From an optimization exercise on the open Yosys and OpenROAD flow, aimed at small area; shortcuts taken in it are not production practice.
Where RTL was checked, it was by simulation tests only, not by an equivalence proof against the original.
Function not checked in runs 3 and 4: the RTL went through the layout flow alone.
Power and IR drop assume default switching activity.

==> flow/design.v <==
`default_nettype none
`timescale 1ns/1ns
module alu (
    input wire clk,
    input wire rst,
    input wire enable,
    input wire [7:0] operation,
    input wire [7:0] op1,
    input wire [7:0] op2,
	input wire cpu_carry,
    output wire [7:0] result_l,
    output wire [7:0] result_h,
    output wire carry,
    output wire zero,
    output wire sign
);
	reg [7:0] res_h;
	reg [7:0] res_l;
	reg ca;
	reg ze;
	reg si;
	assign carry = ca;
	assign zero = ze;
	assign sign = si;
	assign result_l = res_l;
	assign result_h = res_h;
	wire [7:0] op = operation;
	wire [7:0] a = op1;
	wire [7:0] b = op2;
	wire c = cpu_carry;
    wire [7:0] npp [0:7];
    genvar gi;
    generate for (gi = 0; gi < 8; gi = gi + 1) begin : g_pp
        assign npp[gi] = ~(op1 & {8{op2[gi]}});
    end endgenerate
    wire mhs0, mhc0;
    alu_nha u_mha0 (.a(npp[0][6]), .b(npp[1][5]), .s(mhs0), .co(mhc0));
    wire mfs0, mfc0;
    alu_fa u_mfa0 (.a(npp[0][7]), .b(npp[1][6]), .c(npp[2][5]), .s(mfs0), .co(mfc0));
    wire mhs1, mhc1;
    alu_nha u_mha1 (.a(npp[3][4]), .b(npp[4][3]), .s(mhs1), .co(mhc1));
    wire mfs1, mfc1;
    alu_fa u_mfa1 (.a(npp[1][7]), .b(npp[2][6]), .c(npp[3][5]), .s(mfs1), .co(mfc1));
    wire mhs2, mhc2;
    alu_nha u_mha2 (.a(npp[4][4]), .b(npp[5][3]), .s(mhs2), .co(mhc2));
    wire mfs2, mfc2;
    alu_fa u_mfa2 (.a(npp[2][7]), .b(npp[3][6]), .c(npp[4][5]), .s(mfs2), .co(mfc2));
    wire mhs3, mhc3;
    alu_nha u_mha3 (.a(npp[0][4]), .b(npp[1][3]), .s(mhs3), .co(mhc3));
    wire mfs3, mfc3;
    alu_fa u_mfa3 (.a(npp[0][5]), .b(npp[1][4]), .c(npp[2][3]), .s(mfs3), .co(mfc3));
    wire mhs4, mhc4;
    alu_nha u_mha4 (.a(npp[3][2]), .b(npp[4][1]), .s(mhs4), .co(mhc4));
    wire mfs4, mfc4;
    alu_fa u_mfa4 (.a(npp[2][4]), .b(npp[3][3]), .c(npp[4][2]), .s(mfs4), .co(mfc4));
    wire mfs5, mfc5;
    alu_fa u_mfa5 (.a(npp[5][1]), .b(npp[6][0]), .c(mhs0), .s(mfs5), .co(mfc5));
    wire mfs6, mfc6;
    alu_fa u_mfa6 (.a(npp[5][2]), .b(npp[6][1]), .c(npp[7][0]), .s(mfs6), .co(mfc6));
    wire mfs7, mfc7;
    alu_fa u_mfa7 (.a(mhc0), .b(mfs0), .c(mhs1), .s(mfs7), .co(mfc7));
    wire mfs8, mfc8;
    alu_fa u_mfa8 (.a(npp[6][2]), .b(npp[7][1]), .c(mfc0), .s(mfs8), .co(mfc8));
    wire mfs9, mfc9;
    alu_fa u_mfa9 (.a(mhc1), .b(mfs1), .c(mhs2), .s(mfs9), .co(mfc9));
    wire mfs10, mfc10;
    alu_fa u_mfa10 (.a(npp[5][4]), .b(npp[6][3]), .c(npp[7][2]), .s(mfs10), .co(mfc10));
    wire mfs11, mfc11;
    alu_fa u_mfa11 (.a(mfc1), .b(mhc2), .c(mfs2), .s(mfs11), .co(mfc11));
    wire mfs12, mfc12;
    alu_fa u_mfa12 (.a(npp[3][7]), .b(npp[4][6]), .c(npp[5][5]), .s(mfs12), .co(mfc12));
    wire mfs13, mfc13;
    alu_fa u_mfa13 (.a(npp[6][4]), .b(npp[7][3]), .c(mfc2), .s(mfs13), .co(mfc13));
    wire mfs14, mfc14;
    alu_fa u_mfa14 (.a(npp[4][7]), .b(npp[5][6]), .c(npp[6][5]), .s(mfs14), .co(mfc14));
    wire mhs5, mhc5;
    alu_nha u_mha5 (.a(npp[0][3]), .b(npp[1][2]), .s(mhs5), .co(mhc5));
    wire mfs15, mfc15;
    alu_fa u_mfa15 (.a(npp[2][2]), .b(npp[3][1]), .c(npp[4][0]), .s(mfs15), .co(mfc15));
    wire mfs16, mfc16;
    alu_fa u_mfa16 (.a(npp[5][0]), .b(mhc3), .c(mfs3), .s(mfs16), .co(mfc16));
    wire mfs17, mfc17;
    alu_fa u_mfa17 (.a(mfc3), .b(mhc4), .c(mfs4), .s(mfs17), .co(mfc17));
    wire mfs18, mfc18;
    alu_fa u_mfa18 (.a(mfc4), .b(mfc5), .c(mfs6), .s(mfs18), .co(mfc18));
    wire mfs19, mfc19;
    alu_fa u_mfa19 (.a(mfc6), .b(mfc7), .c(mfs8), .s(mfs19), .co(mfc19));
    wire mfs20, mfc20;
    alu_fa u_mfa20 (.a(mfc8), .b(mfc9), .c(mfs10), .s(mfs20), .co(mfc20));
    wire mfs21, mfc21;
    alu_fa u_mfa21 (.a(mfc10), .b(mfc11), .c(mfs12), .s(mfs21), .co(mfc21));
    wire mfs22, mfc22;
    alu_fa u_mfa22 (.a(npp[7][4]), .b(mfc12), .c(mfc13), .s(mfs22), .co(mfc22));
    wire mfs23, mfc23;
    alu_fa u_mfa23 (.a(npp[5][7]), .b(npp[6][6]), .c(npp[7][5]), .s(mfs23), .co(mfc23));
    wire mhs6, mhc6;
    alu_nha u_mha6 (.a(npp[0][2]), .b(npp[1][1]), .s(mhs6), .co(mhc6));
    wire mfs24, mfc24;
    alu_fa u_mfa24 (.a(npp[2][1]), .b(npp[3][0]), .c(mhs5), .s(mfs24), .co(mfc24));
    wire mfs25, mfc25;
    alu_fa u_mfa25 (.a(mhs3), .b(mhc5), .c(mfs15), .s(mfs25), .co(mfc25));
    wire mfs26, mfc26;
    alu_fa u_mfa26 (.a(mhs4), .b(mfc15), .c(mfs16), .s(mfs26), .co(mfc26));
    wire mfs27, mfc27;
    alu_fa u_mfa27 (.a(mfs5), .b(mfc16), .c(mfs17), .s(mfs27), .co(mfc27));
    wire mfs28, mfc28;
    alu_fa u_mfa28 (.a(mfs7), .b(mfc17), .c(mfs18), .s(mfs28), .co(mfc28));
    wire mfs29, mfc29;
    alu_fa u_mfa29 (.a(mfs9), .b(mfc18), .c(mfs19), .s(mfs29), .co(mfc29));
    wire mfs30, mfc30;
    alu_fa u_mfa30 (.a(mfs11), .b(mfc19), .c(mfs20), .s(mfs30), .co(mfc30));
    wire mfs31, mfc31;
    alu_fa u_mfa31 (.a(mfs13), .b(mfc20), .c(mfs21), .s(mfs31), .co(mfc31));
    wire mfs32, mfc32;
    alu_fa u_mfa32 (.a(mfs14), .b(mfc21), .c(mfs22), .s(mfs32), .co(mfc32));
    wire mfs33, mfc33;
    alu_fa u_mfa33 (.a(mfc14), .b(mfc22), .c(mfs23), .s(mfs33), .co(mfc33));
    wire mfs34, mfc34;
    alu_fa u_mfa34 (.a(npp[6][7]), .b(npp[7][6]), .c(mfc23), .s(mfs34), .co(mfc34));
    wire mhs7, mhc7;
    alu_nha u_mha7 (.a(npp[0][1]), .b(npp[1][0]), .s(mhs7), .co(mhc7));
    wire mfs35, mfc35;
    alu_fa u_mfa35 (.a(npp[2][0]), .b(mhs6), .c(mhc7), .s(mfs35), .co(mfc35));
    wire mfs36, mfc36;
    alu_fa u_mfa36 (.a(mhc6), .b(mfs24), .c(mfc35), .s(mfs36), .co(mfc36));
    wire mfs37, mfc37;
    alu_fa u_mfa37 (.a(mfc24), .b(mfs25), .c(mfc36), .s(mfs37), .co(mfc37));
    wire mfs38, mfc38;
    alu_fa u_mfa38 (.a(mfc25), .b(mfs26), .c(mfc37), .s(mfs38), .co(mfc38));
    wire mfs39, mfc39;
    alu_fa u_mfa39 (.a(mfc26), .b(mfs27), .c(mfc38), .s(mfs39), .co(mfc39));
    wire mfs40, mfc40;
    alu_fa u_mfa40 (.a(mfc27), .b(mfs28), .c(mfc39), .s(mfs40), .co(mfc40));
    wire mfs41, mfc41;
    alu_fa u_mfa41 (.a(mfc28), .b(mfs29), .c(mfc40), .s(mfs41), .co(mfc41));
    wire mfs42, mfc42;
    alu_fa u_mfa42 (.a(mfc29), .b(mfs30), .c(mfc41), .s(mfs42), .co(mfc42));
    wire mhs8, mhc8;
    alu_nha u_mha8 (.a(mfc30), .b(mfs31), .s(mhs8), .co(mhc8));
    wire mfs43, mfc43;
    alu_fa u_mfa43 (.a(mfc31), .b(mfs32), .c(mhc8), .s(mfs43), .co(mfc43));
    wire mfs44, mfc44;
    alu_fa u_mfa44 (.a(mfc32), .b(mfs33), .c(mfc43), .s(mfs44), .co(mfc44));
    wire mfs45, mfc45;
    alu_fa u_mfa45 (.a(mfc33), .b(mfs34), .c(mfc44), .s(mfs45), .co(mfc45));
    wire mfs46, mfc46;
    alu_fa u_mfa46 (.a(npp[7][7]), .b(mfc34), .c(mfc45), .s(mfs46), .co(mfc46));
    wire inc0 = ~mfc42 & ~mhs8;
    wire inc1 = inc0 & ~mfs43;
    wire inc2 = inc1 & ~mfs44;
    wire inc3 = inc2 & ~mfs45;
    wire inc4 = inc3 & ~mfs46;
    wire inc5 = inc4 & ~mfc46;
    wire [15:0] prod = {(~mfc46 ^ inc4), (~mfs46 ^ inc3), (~mfs45 ^ inc2), (~mfs44 ^ inc1), (~mfs43 ^ inc0), (~mhs8 ^ ~mfc42), ~mfs42, ~mfs41, ~mfs40, ~mfs39, ~mfs38, ~mfs37, ~mfs36, ~mfs35, ~mhs7, ~npp[0][0]};
	wire two    = op[7];
	wire is_add = two & (op[6:2] == 5'd2);
	wire is_sub = two & (op[6:2] == 5'd3);
	wire is_mul = two & (op[6:2] == 5'd4);
	wire is_and = two & (op[6:2] == 5'd5);
	wire is_or  = two & (op[6:2] == 5'd6);
	wire is_xor = two & (op[6:2] == 5'd7);
	wire is_setb = (op[7:3] == 5'b01100);
	wire is_clrb = (op[7:3] == 5'b01101);
	wire is_dec  = (op == 8'h01);
	wire is_inc  = (op == 8'h02);
	wire is_not  = (op == 8'h03);
	wire is_setc = (op == 8'h04);
	wire is_clrc = (op == 8'h05);
	wire is_rl   = (op == 8'h06);
	wire is_rr   = (op == 8'h07);
	wire is_rlc  = (op == 8'h08);
	wire is_rrc  = (op == 8'h09);
	wire is_swap = (op == 8'h0A);
	wire is_rot_l = is_rl | is_rlc;
	wire [7:0] y = two ? (b ^ {8{op[2]}}) : (is_rot_l ? a : {{7{is_dec}}, 1'b0});
	wire [8:0] cc;
	assign cc[0] = two ? (op[2] | c) : (is_rl ? a[7] : (is_rlc ? c : 1'b1));
	wire [7:0] s;
	genvar k;
	generate for (k = 0; k < 8; k = k + 1) begin : g_add
		alu_fa u_fa (.a(a[k]), .b(y[k]), .c(cc[k]), .s(s[k]), .co(cc[k+1]));
	end endgenerate
	wire [8:0] orp;
	assign orp[0] = 1'b0;
	generate for (k = 0; k < 8; k = k + 1) begin : g_orp
		assign orp[k+1] = orp[k] | s[k];
	end endgenerate
	wire diff = is_sub | is_dec;
	wire neg = (diff | is_not) & ~cc[8];
	wire [7:0] arith = s ^ ({8{neg}} & orp[7:0]);
	wire [7:0] mask = 8'd1 << op[2:0];
	wire [7:0] lg = ({8{is_and}} & a & b) | ({8{is_or}} & (a | b)) | ({8{is_xor}} & (a ^ b))
	              | ({8{is_setb}} & (a | mask)) | ({8{is_clrb}} & a & ~mask);
	wire [7:0] rot = ({8{is_rr}} & {a[0], a[7:1]}) | ({8{is_rrc}} & {c, a[7:1]})
	               | ({8{is_swap}} & {a[3:0], a[7:4]});
	wire arith_op = is_add | diff | is_inc | is_not | is_rot_l;
	wire [7:0] lr = lg | rot;
	wire [7:0] vnm = ({8{arith_op}} & arith) | lr;
	wire [7:0] val = vnm | ({8{is_mul}} & prod[7:0]);
	wire wl = arith_op | is_mul | is_and | is_or | is_xor | is_setb | is_clrb
	        | is_rr | is_rrc | is_swap;
	wire az = (a == 8'd0);
	wire bz = (b == 8'd0);
	wire lr_z = is_and | is_or | is_xor | is_clrb | is_rr | is_rrc | is_swap;
	wire zset = (lr_z & (lr == 8'd0)) | ((arith_op & ~is_add) & ~orp[8]) | (is_mul & (az | bz));
	wire ca_set = ((is_add | is_inc) & cc[8]) | is_setc;
	always @(posedge clk or posedge rst) begin
		if (rst) begin
			res_h <= 0;
			res_l <= 0;
			ca <= 0;
			ze <= 0;
			si <= 0;
		end else if (enable) begin
			res_h <= {8{is_mul}} & prod[15:8];
			if (wl) res_l <= val;
			if (zset) ze <= 1'b1;
			if (diff & ~cc[8]) si <= 1'b1;
			if (is_clrc) ca <= 1'b0;
			else if (is_rlc) ca <= cc[8];
			else if (is_rrc) ca <= a[0];
			else if (ca_set) ca <= 1'b1;
		end
	end
endmodule
module alu_fa (
	input wire a,
	input wire b,
	input wire c,
	output wire s,
	output wire co
);
	assign s = a ^ b ^ c;
	assign co = (a & b) | (a & c) | (b & c);
endmodule
module alu_nha (
	input wire a,
	input wire b,
	output wire s,
	output wire co
);
	assign s = ~(a ^ b);
	assign co = a | b;
endmodule
==> flow/flow/run.sh <==
#!/bin/bash
# Own layout flow: the standard ORFS flow (standard.sh) with two changes.
#  1. Synthesis is synth_recipe.tcl on a copy of ORFS's synth.tcl that maps the
#     design's alu_fa full adders straight to the fa_1 cell, skips extract_fa,
#     and maps the rest with an area-oriented ABC script (area.abc: deepsyn, then area mapping).
#     Registers, flattening and renaming are as in the standard synthesis.
#  2. Ports are buffered with buf_1 (BUFFER_PORTS_ARGS) instead of the
#     default pick; every input and output port still gets its buffer.
# Each tool's output goes to a log in this folder (ORFS keeps per-step logs
# under orfs/logs).
set -euo pipefail
W=$(pwd)
F=$W/flow
python3 "$F/patch_synth.py" "$FLOW_HOME/scripts/synth.tcl" "$W/cust_core.tcl" \
    "$F/cellmap.v" "$F/area.abc" > "$W/patch_synth.log" 2>&1
sed "s#source \$::env(SCRIPTS_DIR)/synth.tcl#source {$W/cust_core.tcl}#" \
    "$W/synth_recipe.tcl" > "$W/cust_synth.tcl"
grep -q cust_core "$W/cust_synth.tcl"
bash "$W/standard.sh" "SYNTH_SCRIPT=$W/cust_synth.tcl" \
    "BUFFER_PORTS_ARGS=-buffer_cell sky130_fd_sc_hd__buf_1" finish \
    > "$W/standard.log" 2>&1
==> flow/flow/area.abc <==
strash
&get -n
&deepsyn -T 120
&put
dch -f
map -a
topo
==> flow/flow/cellmap.v <==
(* techmap_celltype = "alu_fa" *)
module _map_alu_fa (input a, input b, input c, output s, output co);
  sky130_fd_sc_hd__fa_1 _TECHMAP_REPLACE_ (.A(a), .B(b), .CIN(c), .SUM(s), .COUT(co));
endmodule
==> flow/flow/patch_synth.py <==
#!/usr/bin/env python3
"""Write a copy of ORFS's synth.tcl with three changes:
 - instances of the design's alu_fa module become the library's fa_1 cell
   (techmap with cellmap.v) before the design is flattened;
 - extract_fa is skipped (the adders are already cells);
 - the final ABC mapping uses the area-oriented script area.abc.
usage: patch_synth.py synth.tcl out.tcl cellmap.v area.abc"""
import sys
src_path, out_path, cellmap, abc = sys.argv[1:5]
src = open(src_path).read()

def sub(old, new):
    global src
    if src.count(old) != 1:
        sys.exit(f"patch_synth: expected one {old!r} in {src_path}")
    src = src.replace(old, new)

a = 'hierarchy -check -top $::env(DESIGN_NAME)\n'
sub(a, a + f'techmap -map {{{cellmap}}}\n')
sub('  extract_fa {*}[dont_use_extract_fa_args]\n', '')
b = '  log_cmd abc {*}$abc_args\n'
sub(b, f'  set abc_args [lreplace $abc_args 1 1 {{{abc}}}]\n' + b)
open(out_path, 'w').write(src)
print("patched", src_path, "->", out_path)
==> flow/standard.sh <==
#!/bin/bash
# synth_recipe.tcl (not shown) runs the flow's synth.tcl, then flattens the netlist and writes it again
# the make line also repeats each setting of config.mk as NAME=value (left out here)
make -C /OpenROAD-flow-scripts/flow DESIGN_CONFIG=/design/flow/config.mk WORK_HOME=/design/flow/orfs CLKGATE_MAP_FILE= SYNTH_SCRIPT=/design/flow/synth_recipe.tcl "${@:-finish}"
==> flow/config.mk <==
export PLATFORM = sky130hd
export DESIGN_NAME = alu
export DESIGN_NICKNAME = alu
export VERILOG_FILES = /design/flow/design.v
export SDC_FILE = /design/flow/constraint.sdc
export NUM_CORES = 4
export LEC_CHECK = 0
export CAP_MARGIN = 0
export CORE_MARGIN = 2
export CORE_UTILIZATION = 60
export CTS_BUF_LIST = sky130_fd_sc_hd__clkbuf_4
export CTS_CLUSTER_SIZE = 7
export GPL_TIMING_DRIVEN = 0
export SLEW_MARGIN = 0
==> flow/constraint.sdc <==
create_clock -name core_clock -period 7.0 [get_ports {clk}]
set_input_delay 1.4000 -clock core_clock [delete_from_list [all_inputs] [get_ports {clk}]]
set_output_delay 1.4000 -clock core_clock [all_outputs]
set_load 0.01 [all_outputs]
==> impl_metrics.yaml, run 1 <==
run_status:
  status: "no timing/DRC/antenna violations"
finish:
  fin_util_pct: 69.3
  syn2layout_area_growth_pct: 10.1
  final_nets: 562
  final_common_cell: "nand2_1"
  drive_gt1_share_pct: 5.65
  num_antenna_cells: 0
  layout_common_cells: "nand2_1, clkinv_1, fa_1, nor2_1, buf_1"
timing:
  tightest_slew_ns: 1.24
  maxSlewHeadroom_pct: 16.4
  finalMaxSlewViolations: 0
  fmax_mhz: 151
  rsz0062_at_grt: "no"
  hold_viol: 0
  clock_skew_ns: 0
  fin_crit_sh_pct: 94.8
  setup-violations-final: 0
  final.min_clock_period_ns: 6.64
die:
  core_mm2: 0.00517
  die_h_um: 77.7
  fp.dieW_um: 77.7
  start_util_pct: 62.9
  io_pins: 47
  dieArea_mm2: 0.00603
  row_count: 26
synthesis:
  synth.distinct_cells: 29
  syn_area_per_cell_um2: 7.61
  synth-seq-cells: 19
  synth_cells: 428
  seq_area_frac_synth_pct: 14.6
  ys_warn_count: 1
  synthesis.area_mm2: 0.00326
  synth_area_leader_cell: "fa_1"
  synth_top_area_share_pct: 33.8
  ys_top_cells_by_area: "fa_1, dfrtp_1, nand2_1"
grt:
  grt_max_degree: 20
  grt_pass1_wl_mm: 16.8
  antenna_found_initial: 0
  gr-total-overflow: 0
  grt.total_usage_pct: 35.6
  grt_pass1_vias: 3404
detailed_routing:
  drt-initial-drc-count: 396
  vias: 3501
  viasPerCell: 6.39
  ant_nets: 0
  drt-pass1-iter-count: 6
  drcViolationCount: 0
  wl_per_cell_um: 18.3
  drt-total-wl_mm: 10.1
place:
  place_congestion: 0.986
  io_buffers: 46
  dp_hpwl_mm: 8.03
setup_path:
  cp-end-kind: "flop"
  start_kind: "input pin"
  cp_data_required_time_ns: 7.14
  path_max_fanout: 8
  arrival_ns: 6.78
  criticalPathCategory: "in2reg"
min_path:
  hp-class: "reg2reg"
power_and_ir_drop:
  power.total_mw: 0.573
  leakage_nw: 1.22
  powerDensity_mw_per_mm2: 160
  worst_ir_drop_vdd_mv: 0.154
clock_network:
  cts_max_level: 1
  ctsHoldBuffers: 0
  cts_tree: "yes"
  numCtsBuffers: 3
  cts_root_buffer: "clkbuf_4"
  path_clk_slew_ns: 0.11
  clock_latency_ns: 0.31
  clkSinkCount: 19
  max-clock-path-buffers: 2
flow_run:
  drv_cap: 0
## per-layer routing
metal  wire length [um]  share of wire (%)  global-route usage (%)
met4                293                2.9                    8.39
met3               1090                 11                    4.77
met2               4700                 47                    56.6
met1               3970                 39                    52.1
met5                  0                  0                       0
## layout make-up
| type | instances | area, um^2 |
|---|---|---|
| Multi-Input combinational cell | 349 | 2580 |
| Fill cell | 458 | 1590 |
| Tap cell | 70 | 87.6 |
| Clock buffer | 3 | 22.5 |
| Clock inverter | 1 | 5.00 |
| Sequential cell | 19 | 475 |
| Inverter | 60 | 229 |
| Timing Repair Buffer | 46 | 188 |
## critical path, cell delays in order
cell and delay, ns:
buf_1 0.18, inv_2 0.11, nor2_1 0.17, nor2_2 0.08
clkinv_1 0.06, nor2_1 0.06, o21ai_0 0.22, o21ai_2 0.13
inv_2 0.10, nor2_1 0.06, clkinv_1 0.14, o21ai_0 0.15
fa_1 0.44, fa_1 0.41, fa_1 0.40, fa_1 0.39
fa_1 0.40, fa_1 0.40, fa_1 0.40, fa_1 0.38
clkinv_1 0.08, nand2_2 0.13, nor2_1 0.17, nor3_1 0.07
a21oi_1 0.12, o221ai_1 0.13
## cells by family after synthesis
kind of cell	count (synthesis)	share of synthesized area, %
XOR/XNOR	1	0.269
adder cells (fa/ha/maj)	55	33.8
buffers and inverters	60	6.92
AND/OR/NAND/NOR	194	24.4
flip-flops	19	14.6
AO/OA/AOI/OAI	99	19.9
## through the flow
stage / cell area (um^2) / setup TNS (ns) / hold WS (ns) / std cells / setup WS, ns
detailed placement: 3520 / -5.52 / 0.469 / 544 / -0.664
CTS: 3550 / 0 / 0.496 / 548 / 0.00462
floorplan: 3260 / 0 / 0.513 / 428 / 0.619
finish: 3580 / 0 / 0.488 / 548 / 0.363
global route: 3580 / 0 / 0.533 / 548 / 0.0133
global placement: 3520 / -4.58 / 0.456 / 544 / -0.588
## sequential cells by signal (all words and copies together), names as in the netlist
name / cells
res_l: 8
ze: 1
ca: 1
si: 1
res_h: 8
## final timing paths
| path | startpoint | endpoint | cells past startpoint | slack (ns) |
|---|---|---|---|---|
| max in group asynchronous | rst | res_l[0] | 2 | 5.62 |
| min in group asynchronous | rst | res_l[7] | 2 | 1.06 |
| setup / recovery | operation[1] | res_l[3] | 26 | 0.36 |
| hold reg to reg | ze | ze | 1 | 0.49 |
| hold / removal | ze | ze | 1 | 0.49 |
| setup reg to reg | res_l[3] | res_l[3] | 2 | 6.17 |
## timing repair
action                                  CTS  global route
gates resized for setup                   4            21
buffers inserted                          0             0
endpoints found under the setup margin   10            11
## synthesized netlist by cell type, drive strengths merged
library cell	number
a2111oi	1
a211oi	1
a21oi	16
a22o	1
a31oi	1
a32o	3
a32oi	2
a41oi	3
clkinv	60
dfrtp	19
fa	55
nand2	102
nand3	16
nand3b	1
nand4	4
nor2	48
nor3	19
nor4	3
o2111ai	4
o211ai	10
o21ai	29
o21bai	1
o221ai	10
o22ai	14
o311ai	1
o31ai	1
o32ai	1
or2	1
xor2	1
## power by group
group | switching, mW | leakage (nW) | total [mW] | internal [mW]
logic | 0.233 | 0.957 | 0.379 | 0.146
clock network | 0.0363 | 0.0177 | 0.0577 | 0.0214
registers | 0.00880 | 0.243 | 0.136 | 0.127
total | 0.278 | 1.22 | 0.573 | 0.295
==> run 2, diff against run 1 <==
==> flow/flow/run.sh (replaced) <==
#!/bin/bash
set -euo pipefail
W=$(pwd)
F=$W/flow
python3 "$F/patch_synth.py" "$FLOW_HOME/scripts/synth.tcl" "$W/cust_core.tcl" \
    "$F/cellmap.v" "$F/area.abc" > "$W/patch_synth.log" 2>&1
sed "s#source \$::env(SCRIPTS_DIR)/synth.tcl#source {$W/cust_core.tcl}#" \
    "$W/synth_recipe.tcl" > "$W/cust_synth.tcl"
grep -q cust_core "$W/cust_synth.tcl"
bash "$W/standard.sh" "SYNTH_SCRIPT=$W/cust_synth.tcl" \
    "BUFFER_PORTS_ARGS=-buffer_cell sky130_fd_sc_hd__buf_1" \
    "CTS_ARGS=-sink_clustering_enable -repair_clock_nets -buf_list sky130_fd_sc_hd__clkbuf_4 -sink_clustering_size 7 -dont_use_dummy_load" finish \
    > "$W/standard.log" 2>&1
==> impl_metrics.yaml, run 2 <==
run_status:
  status: "no timing/DRC/antenna violations"
timing:
  finalMaxSlewViolations: 0
  tightest_slew_ns: 1.27
  fin_crit_sh_pct: 95.0
  fin_ws_ns: 0.350
  rsz0062_at_grt: "no"
  finalSetupTns_ns: 0
  hold_viol: 0
  setup-violations-final: 0
  maxSlewHeadroom_pct: 14.6
  fmax_mhz: 150
  final.min_clock_period_ns: 6.65
  clock_skew_ns: 0
  hold_ws_ns: 0.485
grt:
  grt_pass1_wl_mm: 16.8
  antenna_found_initial: 0
  gr-total-overflow: 0
  grt_pass1_vias: 3413
  grt.total_usage_pct: 35.5
  grt_max_degree: 20
synthesis:
  synth.most_common_cell: "nand2_1"
  ys_warn_count: 1
  synthFlopType: "dfrtp_1"
  seq_area_frac_synth_pct: 14.6
  synth_cells: 428
  ys_top_cells_by_area: "fa_1, dfrtp_1, nand2_1"
  synth-seq-cells: 19
  syn_area_per_cell_um2: 7.61
  synth.distinct_cells: 29
  synth_area_leader_cell: "fa_1"
  postSynth.asyncResetShare_pct: 100
  synth_top_area_share_pct: 33.8
  synthesis.area_mm2: 0.00326
  ys_top_cells_by_count: "nand2_1, clkinv_1, fa_1, nor2_1, o21ai_0"
  synth-edff-count: 0
clock_network:
  path_clk_slew_ns: 0.09
  numCtsBuffers: 3
  cts_max_level: 1
  post-cts-setup-buffers: 0
  cts_root_buffer: "clkbuf_4"
  cts_tree: "yes"
  clock_latency_ns: 0.29
  max-clock-path-buffers: 2
  ctsHoldBuffers: 0
  clkSinkCount: 19
detailed_routing:
  ant_nets: 0
  wl_per_cell_um: 18.3
  viasPerCell: 6.36
  vias: 3479
  drt-initial-drc-count: 398
  drcViolationCount: 0
  drt-total-wl_mm: 10.0
  drt-pass1-iter-count: 5
place:
  post_dp_cell_area_mm2: 0.00352
  dpl.cell_count: 544
  place_congestion: 0.986
  io_buffers: 46
  pre_cts_ws_ns: -0.664
  dp_hpwl_mm: 8.03
finish:
  num_antenna_cells: 0
  fin_cells: 547
  layout_common_cells: "nand2_1, clkinv_1, fa_1, nor2_1, buf_1"
  fill_cells: 460
  design_area_mm2: 0.00358
  drive_gt1_share_pct: 5.45
  multi_input_area_mm2: 0.00258
  top_regs: "res_h: 8 flops, res_l: 8 flops"
  seqCellArea_um2: 475
  final_nets: 562
  final_common_cell: "nand2_1"
  syn2layout_area_growth_pct: 9.95
die:
  start_util_pct: 62.9
  row_count: 26
  dieArea_mm2: 0.00603
  die_h_um: 77.7
  io_pins: 47
  fp.dieW_um: 77.7
  core_mm2: 0.00517
min_path:
  hp-class: "reg2reg"
  timing.hold.worst.start: "ze"
flow_run:
  drv_cap: 0
setup_path:
  arrival_ns: 6.86
  path_max_fanout: 8
  crit_start: "operation[0]"
  start_kind: "input pin"
  cp_data_required_time_ns: 7.21
  reg2reg_from: "res_l[3]"
  cp-end-kind: "flop"
  criticalPathCategory: "in2reg"
power_and_ir_drop:
  powerDensity_mw_per_mm2: 159
  leakage_nw: 1.21
  worst_ir_drop_vdd_mv: 0.154
## run 2: cell counts after synthesis
Identical to the previous run, type by type.
## run 2: repair_timing
item | 4_1_cts | 5_1_grt
pin swaps | 0 | 0
setup endpoints to repair | 10 | 11
gates resized for setup | 4 | 21
## run 2: logic make-up after synthesis
| logic type | share of synthesized area [%] |
|---|---|
| simple gates | 24.4 |
| buf+inv | 6.92 |
| compound gates | 19.9 |
| xor+xnor | 0.269 |
| flops | 14.6 |
| fa+ha+maj | 33.8 |
## run 2: final timing paths
| check | end | slack, ns | cells past startpoint |
|---|---|---|---|
| min in group asynchronous | res_h[7] | 1.06 | 2 |
| max reg2reg | res_l[3] | 6.16 | 2 |
| min reg2reg | ze | 0.48 | 1 |
| max in group asynchronous | res_l[1] | 5.59 | 2 |
| min | ze | 0.48 | 1 |
| max | res_l[2] | 0.35 | 27 |
## run 2: cell type report
cell class	count	area share [%]
multi-input combinational	349	72.0
sequential	19	13.3
inverter	60	6.40
timing repair buffer	46	5.24
tap	70	2.45
clock buffer	3	0.629
## run 2: per-layer routing
layer / vias up / track usage, % / share of wire [%]
met5: - / 0 / 0
met4: 0 / 8.39 / 2.6
met3: 26 / 4.07 / 10
met2: 235 / 56.6 / 47
met1: 1644 / 52.2 / 41
li1: 1574 / - / -
## run 2: metrics by stage
| step | util [%] | power, mW |
|---|---|---|
| after global placement | 68.0 | 0.493 |
| after CTS | 68.5 | 0.559 |
| after floorplan | - | 0.384 |
| after detailed placement | 68.0 | 0.507 |
| final | 69.2 | 0.569 |
| after global routing | 69.2 | 0.623 |
## run 2: power by group
group / switching (mW) / internal [mW]
combinational: 0.233 / 0.147
clock: 0.0330 / 0.0201
sequential: 0.00883 / 0.127
## run 2: critical path, stage by stage
cell	delay [ns]
buf_1	0.12
clkinv_1	0.17
nor2_2	0.16
nor2_2	0.08
clkinv_1	0.06
nor2_1	0.06
o21ai_0	0.22
o21ai_2	0.13
inv_2	0.10
nor2_1	0.06
clkinv_1	0.14
o21ai_0	0.16
fa_1	0.44
fa_1	0.41
fa_1	0.40
fa_1	0.39
fa_1	0.40
fa_1	0.41
fa_1	0.40
fa_1	0.38
clkinv_1	0.07
nand2_2	0.13
a21oi_2	0.20
nand2_1	0.07
a21oi_1	0.16
nor2_1	0.08
o211ai_1	0.07
==> run 3, diff against run 2 <==
--- a/flow/design.v
+++ b/flow/design.v
@@ -153,24 +153,29 @@
     wire inc5 = inc4 & ~mfc46;
     wire [15:0] prod = {(~mfc46 ^ inc4), (~mfs46 ^ inc3), (~mfs45 ^ inc2), (~mfs44 ^ inc1), (~mfs43 ^ inc0), (~mhs8 ^ ~mfc42), ~mfs42, ~mfs41, ~mfs40, ~mfs39, ~mfs38, ~mfs37, ~mfs36, ~mfs35, ~mhs7, ~npp[0][0]};
 	wire two    = op[7];
-	wire is_add = two & (op[6:2] == 5'd2);
-	wire is_sub = two & (op[6:2] == 5'd3);
-	wire is_mul = two & (op[6:2] == 5'd4);
-	wire is_and = two & (op[6:2] == 5'd5);
-	wire is_or  = two & (op[6:2] == 5'd6);
-	wire is_xor = two & (op[6:2] == 5'd7);
-	wire is_setb = (op[7:3] == 5'b01100);
-	wire is_clrb = (op[7:3] == 5'b01101);
-	wire is_dec  = (op == 8'h01);
-	wire is_inc  = (op == 8'h02);
-	wire is_not  = (op == 8'h03);
-	wire is_setc = (op == 8'h04);
-	wire is_clrc = (op == 8'h05);
-	wire is_rl   = (op == 8'h06);
-	wire is_rr   = (op == 8'h07);
-	wire is_rlc  = (op == 8'h08);
-	wire is_rrc  = (op == 8'h09);
-	wire is_swap = (op == 8'h0A);
+	wire g2 = two & ~op[6] & ~op[5];
+	wire g1 = ~op[7] & ~op[6] & ~op[5] & ~op[4];
+	wire [7:0] d2 = 8'd1 << op[4:2];
+	wire [15:0] d1 = 16'd1 << op[3:0];
+	wire is_add = g2 & d2[2];
+	wire is_sub = g2 & d2[3];
+	wire is_mul = g2 & d2[4];
+	wire is_and = g2 & d2[5];
+	wire is_or  = g2 & d2[6];
+	wire is_xor = g2 & d2[7];
+	wire g6 = ~op[7] & op[6] & op[5] & ~op[4];
+	wire is_setb = g6 & ~op[3];
+	wire is_clrb = g6 & op[3];
+	wire is_dec  = g1 & d1[1];
+	wire is_inc  = g1 & d1[2];
+	wire is_not  = g1 & d1[3];
+	wire is_setc = g1 & d1[4];
+	wire is_clrc = g1 & d1[5];
+	wire is_rl   = g1 & d1[6];
+	wire is_rr   = g1 & d1[7];
+	wire is_rlc  = g1 & d1[8];
+	wire is_rrc  = g1 & d1[9];
+	wire is_swap = g1 & d1[10];
 	wire is_rot_l = is_rl | is_rlc;
 	wire [7:0] y = two ? (b ^ {8{op[2]}}) : (is_rot_l ? a : {{7{is_dec}}, 1'b0});
 	wire [8:0] cc;
@@ -187,18 +192,22 @@
 	end endgenerate
 	wire diff = is_sub | is_dec;
 	wire neg = (diff | is_not) & ~cc[8];
-	wire [7:0] arith = s ^ ({8{neg}} & orp[7:0]);
 	wire [7:0] mask = 8'd1 << op[2:0];
-	wire [7:0] lg = ({8{is_and}} & a & b) | ({8{is_or}} & (a | b)) | ({8{is_xor}} & (a ^ b))
-	              | ({8{is_setb}} & (a | mask)) | ({8{is_clrb}} & a & ~mask);
-	wire [7:0] rot = ({8{is_rr}} & {a[0], a[7:1]}) | ({8{is_rrc}} & {c, a[7:1]})
-	               | ({8{is_swap}} & {a[3:0], a[7:4]});
 	wire arith_op = is_add | diff | is_inc | is_not | is_rot_l;
-	wire [7:0] lr = lg | rot;
-	wire [7:0] vnm = ({8{arith_op}} & arith) | lr;
-	wire [7:0] val = vnm | ({8{is_mul}} & prod[7:0]);
 	wire wl = arith_op | is_mul | is_and | is_or | is_xor | is_setb | is_clrb
 	        | is_rr | is_rrc | is_swap;
+	wire hold = ~(enable & wl);
+	wire bitop = is_setb | is_clrb;
+	wire k_and = is_and | is_or | is_setb;
+	wire k_xor = is_or | is_xor | is_setb;
+	wire k_r1 = is_rr | is_rrc;
+	wire [7:0] r1 = {(is_rr & a[0]) | (is_rrc & c), a[7:1]};
+	wire [7:0] r2 = {a[3:0], a[7:4]};
+	wire [7:0] lr, dl;
+	wire [7:0] x = bitop ? mask : b;
+	wire [7:0] lg = ({8{k_and}} & a & x) | ({8{k_xor}} & (a ^ x)) | ({8{is_clrb}} & a & ~x);
+	assign lr = lg | ({8{k_r1}} & r1) | ({8{is_swap}} & r2);
+	assign dl = hold ? res_l : (({8{arith_op}} & (s ^ ({8{neg}} & orp[7:0]))) | ({8{is_mul}} & prod[7:0]) | lr);
 	wire az = (a == 8'd0);
 	wire bz = (b == 8'd0);
 	wire lr_z = is_and | is_or | is_xor | is_clrb | is_rr | is_rrc | is_swap;
@@ -206,14 +215,22 @@
 	wire ca_set = ((is_add | is_inc) & cc[8]) | is_setc;
 	always @(posedge clk or posedge rst) begin
 		if (rst) begin
+			res_l <= 0;
+			ca <= 0;
+			ze <= 0;
+			si <= 0;
+		end else begin
+			res_l <= dl;
+		end
+	end
+	always @(posedge clk or posedge rst) begin
+		if (rst) begin
 			res_h <= 0;
-			res_l <= 0;
 			ca <= 0;
 			ze <= 0;
 			si <= 0;
 		end else if (enable) begin
 			res_h <= {8{is_mul}} & prod[15:8];
-			if (wl) res_l <= val;
 			if (zset) ze <= 1'b1;
 			if (diff & ~cc[8]) si <= 1'b1;
 			if (is_clrc) ca <= 1'b0;
==> flow/flow/run.sh (replaced) <==
#!/bin/bash
# Own layout flow: the standard ORFS flow (standard.sh) with two changes.
#  1. Synthesis is synth_recipe.tcl on a copy of ORFS's synth.tcl that maps the
#     design's alu_fa full adders straight to the fa_1 cell, skips extract_fa,
#     and maps the rest with an area-oriented ABC script (area.abc).
#     Registers, flattening and renaming are as in the standard synthesis.
#  2. Ports are buffered with buf_1 (BUFFER_PORTS_ARGS) instead of the
#     default pick; every input and output port still gets its buffer.
# Each tool's output goes to a log in this folder (ORFS keeps per-step logs
# under orfs/logs).
set -euo pipefail
W=$(pwd)
F=$W/flow
python3 "$F/patch_synth.py" "$FLOW_HOME/scripts/synth.tcl" "$W/cust_core.tcl" \
    "$F/cellmap.v" "$F/area.abc" > "$W/patch_synth.log" 2>&1
sed "s#source \$::env(SCRIPTS_DIR)/synth.tcl#source {$W/cust_core.tcl}#" \
    "$W/synth_recipe.tcl" > "$W/cust_synth.tcl"
grep -q cust_core "$W/cust_synth.tcl"
bash "$W/standard.sh" "SYNTH_SCRIPT=$W/cust_synth.tcl" \
    "BUFFER_PORTS_ARGS=-buffer_cell sky130_fd_sc_hd__buf_1" finish \
    > "$W/standard.log" 2>&1
==> flow/flow/area.abc (replaced) <==
strash
dc2
dch -f
map -a
strash
dch -f
map -a
topo
==> flow/config.mk (replaced) <==
export PLATFORM = sky130hd
export DESIGN_NAME = alu
export DESIGN_NICKNAME = alu
export VERILOG_FILES = /design/flow/design.v
export SDC_FILE = /design/flow/constraint.sdc
export NUM_CORES = 4
export LEC_CHECK = 0
export CAP_MARGIN = 20
export CORE_MARGIN = 2
export CORE_UTILIZATION = 40
export GPL_TIMING_DRIVEN = 0
export SLEW_MARGIN = 20
==> impl_metrics.yaml, run 3 <==
run_status:
  status: "no timing/DRC/antenna violations"
timing:
  fin_ws_ns: 0.385
  tightest_slew_ns: 0.937
  finalSetupTns_ns: 0
  finalMaxSlewViolations: 0
  maxSlewHeadroom_pct: 37.0
  fin_crit_sh_pct: 94.5
  final.min_clock_period_ns: 6.62
  setup-violations-final: 0
  rsz0062_at_grt: "no"
  hold_viol: 0
  fmax_mhz: 151
  clock_skew_ns: 0
synthesis:
  synth.distinct_cells: 30
  synth_top_area_share_pct: 35.4
  synth_cells: 407
  ys_warn_count: 7
  ys_top_cells_by_count: "nand2_1, fa_1, clkinv_1, nor2_1, a21oi_1"
  synth-edff-count: 0
  postSynth.asyncResetShare_pct: 100
  syn_area_per_cell_um2: 7.64
  synth-seq-cells: 16
  synth.most_common_cell: "nand2_1"
  synthesis.area_mm2: 0.00311
  seq_area_frac_synth_pct: 12.9
  synth_area_leader_cell: "fa_1"
  ys_top_cells_by_area: "fa_1, dfrtp_1, nand2_1"
  synthFlopType: "dfrtp_1"
die:
  io_pins: 47
  row_count: 32
  dieArea_mm2: 0.00850
  core_mm2: 0.00765
  die_h_um: 92.2
  start_util_pct: 40.7
  fp.dieW_um: 92.2
detailed_routing:
  drcViolationCount: 0
  viasPerCell: 5.75
  wl_per_cell_um: 17.1
  drt-pass1-iter-count: 6
  drt-initial-drc-count: 200
  vias: 3223
  drt-total-wl_mm: 9.62
  ant_nets: 0
finish:
  multi_input_area_mm2: 0.00251
  seqCellArea_um2: 400
  layout_common_cells: "nand2_1, fa_1, nor2_1, clkinv_1, a21oi_1"
  final_common_cell: "nand2_1"
  syn2layout_area_growth_pct: 13.2
  drive_gt1_share_pct: 7.19
  design_area_mm2: 0.00352
  final_nets: 544
  fill_cells: 821
  num_antenna_cells: 0
  top_regs: "res_h: 8 flops, res_l: 8 flops"
  fin_cells: 561
power_and_ir_drop:
  worst_ir_drop_vdd_mv: 0.0795
  power.total_mw: 0.541
  powerDensity_mw_per_mm2: 154
  leakage_nw: 1.24
setup_path:
  max_stage_delay_ns: 0.43
  crit_path_frequent_cell: "fa_1"
  slowest_stage: "fa_1"
  criticalPathCategory: "in2reg"
  worstPathCellList: "clkbuf_2 -> nor2_1 -> nand2_1 -> nor2_1 -> nand3_1 -> nand2_1 -> nand2_1 -> o21ai_0 -> fa_1 -> fa_1 -> fa_1 -> fa_1 -> fa_1 -> fa_1 -> fa_1 -> fa_1 -> nor2_2 -> clkinv_1 -> nor2_1 -> a21oi_1 -> xnor2_1 -> nand2_1 -> a41oi_1"
  arrival_ns: 6.78
  crit_buf_inv: 2
  path_max_fanout: 10
  cp-end-kind: "flop"
  start_kind: "input pin"
  cp_data_required_time_ns: 7.16
  crit_family: "adder cells"
clock_network:
  cts_max_level: 1
  clkSinkCount: 16
  numCtsBuffers: 3
  ctsHoldBuffers: 0
  cts_tree: "yes"
  cts_root_buffer: "clkbuf_8"
  max-clock-path-buffers: 2
  path_clk_slew_ns: 0.06
  clock_latency_ns: 0.25
place:
  dpl.cell_count: 554
  post_dp_cell_area_mm2: 0.00341
  dp_hpwl_mm: 7.50
  io_buffers: 43
  place_congestion: 0.944
  pre_cts_ws_ns: -0.685
grt:
  grt_max_degree: 20
  antenna_found_initial: 0
  gr-total-overflow: 0
  grt_pass1_vias: 3311
  grt_pass1_wl_mm: 16.3
  grt.total_usage_pct: 24.5
flow_run:
  drv_cap: 0
min_path:
  hp-class: "reg2reg"
run 3: final cells by class:
cell class,instances,area share (%)
multi-input cells,341,71.4
flip-flops and latches,16,11.4
repair buffers,47,6.19
inverters,49,5.58
well taps,102,3.63
clock buffers,3,1.17
plain buffers,3,0.640
run 3: power breakdown:
part	total, mW	switching (mW)	internal [mW]	leakage, nW
logic	0.357	0.212	0.145	1.01
clock network	0.0687	0.0305	0.0382	0.0216
registers	0.115	0.00774	0.108	0.206
run 3: logic make-up (layout without fill, tap and decap cells):
family          after synthesis  count (layout)  share of synthesized area (%)
buf+inv                      52             102                           6.64
fa+ha+maj                    55              55                           35.4
xor+xnor                      5               5                           1.41
compound gates              101             101                           20.1
other cells                   1               3                          0.121
simple gates                177             177                           23.5
flops                        16              16                           12.9
run 3: final timing paths:
kind	from	end	slack [ns]	cells after the start
max in group asynchronous	rst	res_h[0]	5.61	2
setup reg to reg	res_h[6]	res_h[6]	6.26	1
hold / removal	res_h[0]	res_h[0]	0.49	2
hold reg to reg	res_h[0]	res_h[0]	0.49	2
setup / recovery	operation[7]	res_l[7]	0.38	23
min in group asynchronous	rst	res_l[5]	1.10	2
run 3: worst min-delay path: stages, from the launching register on:
cell	delay [ns]
dfrtp_1	0.34
nand2_1	0.05
o21ai_0	0.06
run 3: routing by layer:
metal / wire (um) / up-vias / track usage, % / part of all wire, %
li1: - / 1506 / - / -
met1: 3970 / 1544 / 32.9 / 41
met2: 4680 / 145 / 40.7 / 49
met3: 617 / 28 / 3.20 / 6.4
met4: 357 / 0 / 9.33 / 3.7
met5: 0 / - / 0 / 0
run 3: stage by stage:
| stage | util, % | hold WS (ns) |
|---|---|---|
| 3_5_place_dp | 44.6 | 0.486 |
| 4_1_cts | 45.3 | 0.497 |
| 2_1_floorplan | - | 0.519 |
| 5_1_grt | 46.0 | 0.529 |
| 6_report | 46.0 | 0.488 |
| 3_3_place_gp | 44.6 | 0.478 |
run 3: repair_timing:
item	4_1_cts	5_1_grt
gates resized for setup	7	22
setup endpoints to repair	9	8
buffers inserted	0	4
hold endpoints to repair	0	0
==> run 4, diff against run 3 <==
--- a/flow/config.mk
+++ b/flow/config.mk
@@ -8,5 +8,6 @@
 export CAP_MARGIN = 20
 export CORE_MARGIN = 2
 export CORE_UTILIZATION = 40
+export CTS_BUF_LIST = sky130_fd_sc_hd__clkbuf_4
 export GPL_TIMING_DRIVEN = 0
 export SLEW_MARGIN = 20
==> impl_metrics.yaml, run 4 <==
setup_path:
  start_kind: "input pin"
  criticalPathCategory: "in2reg"
  cp_data_required_time_ns: 7.18
  max_stage_delay_ns: 0.44
  slowest_stage: "fa_1"
  cp-end-kind: "flop"
  path_max_fanout: 19
  crit_path_frequent_cell: "fa_1"
  arrival_ns: 6.79
  worstPathCellList: "buf_2 -> nand4_1 -> nand2_1 -> fa_1 -> fa_1 -> fa_1 -> fa_1 -> fa_1 -> fa_1 -> fa_1 -> fa_1 -> nor3_1 -> clkinv_1 -> nor2_1 -> clkinv_1 -> nor2_1 -> clkinv_1 -> nor2_1 -> clkinv_1 -> nor2_1 -> nor2_1 -> a22o_2"
grt:
  grt_pass1_vias: 3303
  grt_max_degree: 20
  gr-total-overflow: 0
  antenna_found_initial: 0
  grt.total_usage_pct: 24.5
  grt_pass1_wl_mm: 16.3
finish:
  multi_input_area_mm2: 0.00251
  fin_cells: 561
  final_common_cell: "nand2_1"
  top_regs: "res_h: 8 flops, res_l: 8 flops"
  layout_common_cells: "nand2_1, fa_1, nor2_1, clkinv_1, a21oi_1"
  seqCellArea_um2: 400
  fin_util_pct: 45.7
  design_area_mm2: 0.00349
  syn2layout_area_growth_pct: 12.3
  fill_cells: 829
  num_antenna_cells: 0
  final_nets: 544
  drive_gt1_share_pct: 6.97
synthesis:
  synth_cells: 407
  synthFlopType: "dfrtp_1"
  synth_top_area_share_pct: 35.4
  ys_top_cells_by_count: "nand2_1, fa_1, clkinv_1, nor2_1, a21oi_1"
  synth-edff-count: 0
  seq_area_frac_synth_pct: 12.9
  synth.most_common_cell: "nand2_1"
  synth-seq-cells: 16
  synth.distinct_cells: 30
  syn_area_per_cell_um2: 7.64
  postSynth.asyncResetShare_pct: 100
  synthesis.area_mm2: 0.00311
  ys_top_cells_by_area: "fa_1, dfrtp_1, nand2_1"
  ys_warn_count: 7
  synth_area_leader_cell: "fa_1"
place:
  post_dp_cell_area_mm2: 0.00341
  dpl.cell_count: 554
  dp_hpwl_mm: 7.50
  place_congestion: 0.944
  pre_cts_ws_ns: -0.685
  io_buffers: 43
power_and_ir_drop:
  power.total_mw: 0.520
  leakage_nw: 1.23
  worst_ir_drop_vdd_mv: 0.0793
  powerDensity_mw_per_mm2: 149
clock_network:
  path_clk_slew_ns: 0.09
  cts_max_level: 1
  numCtsBuffers: 3
  clkSinkCount: 16
  cts_tree: "yes"
  max-clock-path-buffers: 2
  cts_root_buffer: "clkbuf_4"
  clock_latency_ns: 0.28
die:
  row_count: 32
  fp.dieW_um: 92.2
  start_util_pct: 40.7
  io_pins: 47
  core_mm2: 0.00765
  die_h_um: 92.2
  dieArea_mm2: 0.00850
detailed_routing:
  viasPerCell: 5.73
  wl_per_cell_um: 17.2
  drt-initial-drc-count: 198
  vias: 3212
  drcViolationCount: 0
  ant_nets: 0
  drt-pass1-iter-count: 5
  drt-total-wl_mm: 9.64
timing:
  finalMaxSlewViolations: 0
  clock_skew_ns: 0
  fin_ws_ns: 0.388
  tightest_slew_ns: 0.952
  finalSetupTns_ns: 0
  setup-violations-final: 0
  hold_ws_ns: 0.494
  rsz0062_at_grt: "no"
  fmax_mhz: 151
  hold_viol: 0
  fin_crit_sh_pct: 94.5
  final.min_clock_period_ns: 6.61
  maxSlewHeadroom_pct: 35.9
run_status:
  status: "no timing/DRC/antenna violations"
flow_run:
  drv_cap: 0
min_path:
  hp-class: "reg2reg"
run 4: cell count changes in the layout (fill, tap and decap cells not counted), sizes merged:
cell,change
clkbuf,-2
buf,+2
run 4: worst paths after layout:
check | cells past startpoint | slack (ns) | startpoint | to
min in group asynchronous | 2 | 1.06 | rst | res_l[5]
max reg2reg | 1 | 6.26 | res_h[6] | res_h[6]
min reg2reg | 2 | 0.49 | res_h[0] | res_h[0]
min | 2 | 0.49 | res_h[0] | res_h[0]
max in group asynchronous | 2 | 5.66 | rst | res_h[0]
max | 22 | 0.39 | op1[3] | res_h[6]
run 4: power by group:
part           leakage, nW  switching, mW  total [mW]  internal, mW
Clock               0.0138         0.0281      0.0481        0.0200
Sequential           0.206        0.00765       0.115         0.107
Combinational         1.01          0.212       0.357         0.144
run 4: critical path, delay by kind of cell:
family / cells / cell delay, ns
and+or+nand+nor: 8 / 1.13
AOI/OAI and AO/OA: 1 / 0.20
adders and majority gates: 8 / 3.26
buffers and inverters: 5 / 0.80
run 4: kinds of logic after synthesis:
| family | share of synthesized area (%) |
|---|---|
| simple gates | 23.5 |
| compound gates | 20.1 |
| fa+ha+maj | 35.4 |
| buf+inv | 6.64 |
| flops | 12.9 |
| xor+xnor | 1.41 |
| other cells | 0.121 |
run 4: cell type report:
class | count | share of cell area (%)
buffer | 3 | 0.644
clock buffer | 3 | 0.644
inverter | 49 | 5.62
multi-input combinational | 341 | 71.9
sequential | 16 | 11.5
tap | 102 | 3.65
timing repair buffer | 47 | 6.05
run 4: routing by layer:
layer	track usage, %	up-vias	share of wire (%)
li1	-	1501	-
met1	33.1	1550	43
met2	40.3	130	48
met3	3.20	31	5.0
met4	8.96	0	3.9
met5	0	-	0
run 4: repair_timing:
| action | CTS | global route |
|---|---|---|
| endpoints found under the setup margin | 6 | 7 |
| gates resized for setup | 7 | 18 |
| gates cloned | 0 | 0 |
| hold buffers | 0 | 0 |
| setup buffers | 0 | 4 |

==> separate check: timing with driven ports <==
How much do the figures lean on ideal ports? The routed layouts below were timed once more, with nothing changed but the port constraints.
Step 1 assumes that a clkbuf_16 drives the clock port and a buf_2 every other input.
Step 2 moves the port delays by t, midway between the first and last clock arrival at a register: inputs arrive t later, outputs are due t later. That takes back most of the time a late clock gives input paths.
Slacks: ideal ports / drivers / drivers and shift; pairs: ideal ports / drivers.
| run | shift t [ns] | slack for setup (ns) | latest minus earliest clock arrival (ns) | slew at the worst register clock pin (ns) | cell pins on the clock port's net |
|---|---|---|---|---|---|
| run 1 | 0.330 | 0.363 / 0.363 / 0.033 | 0.003 / 0.002 | 0.11 / 0.11 | 1 |
| run 2 | 0.320 | 0.350 / 0.352 / 0.032 | 0.018 / 0.018 | 0.11 / 0.11 | 1 |
| run 3 | 0.272 | 0.385 / 0.386 / 0.114 | 0.004 / 0.003 | 0.06 / 0.06 | 1 |
| run 4 | 0.304 | 0.388 / 0.382 / 0.077 | 0.004 / 0.005 | 0.09 / 0.09 | 1 |
After both steps setup and hold are still met in every run listed. For run 1, which loses most, drivers alone change the setup slack by 0.000 ns; drivers and shift together by -0.330 ns.
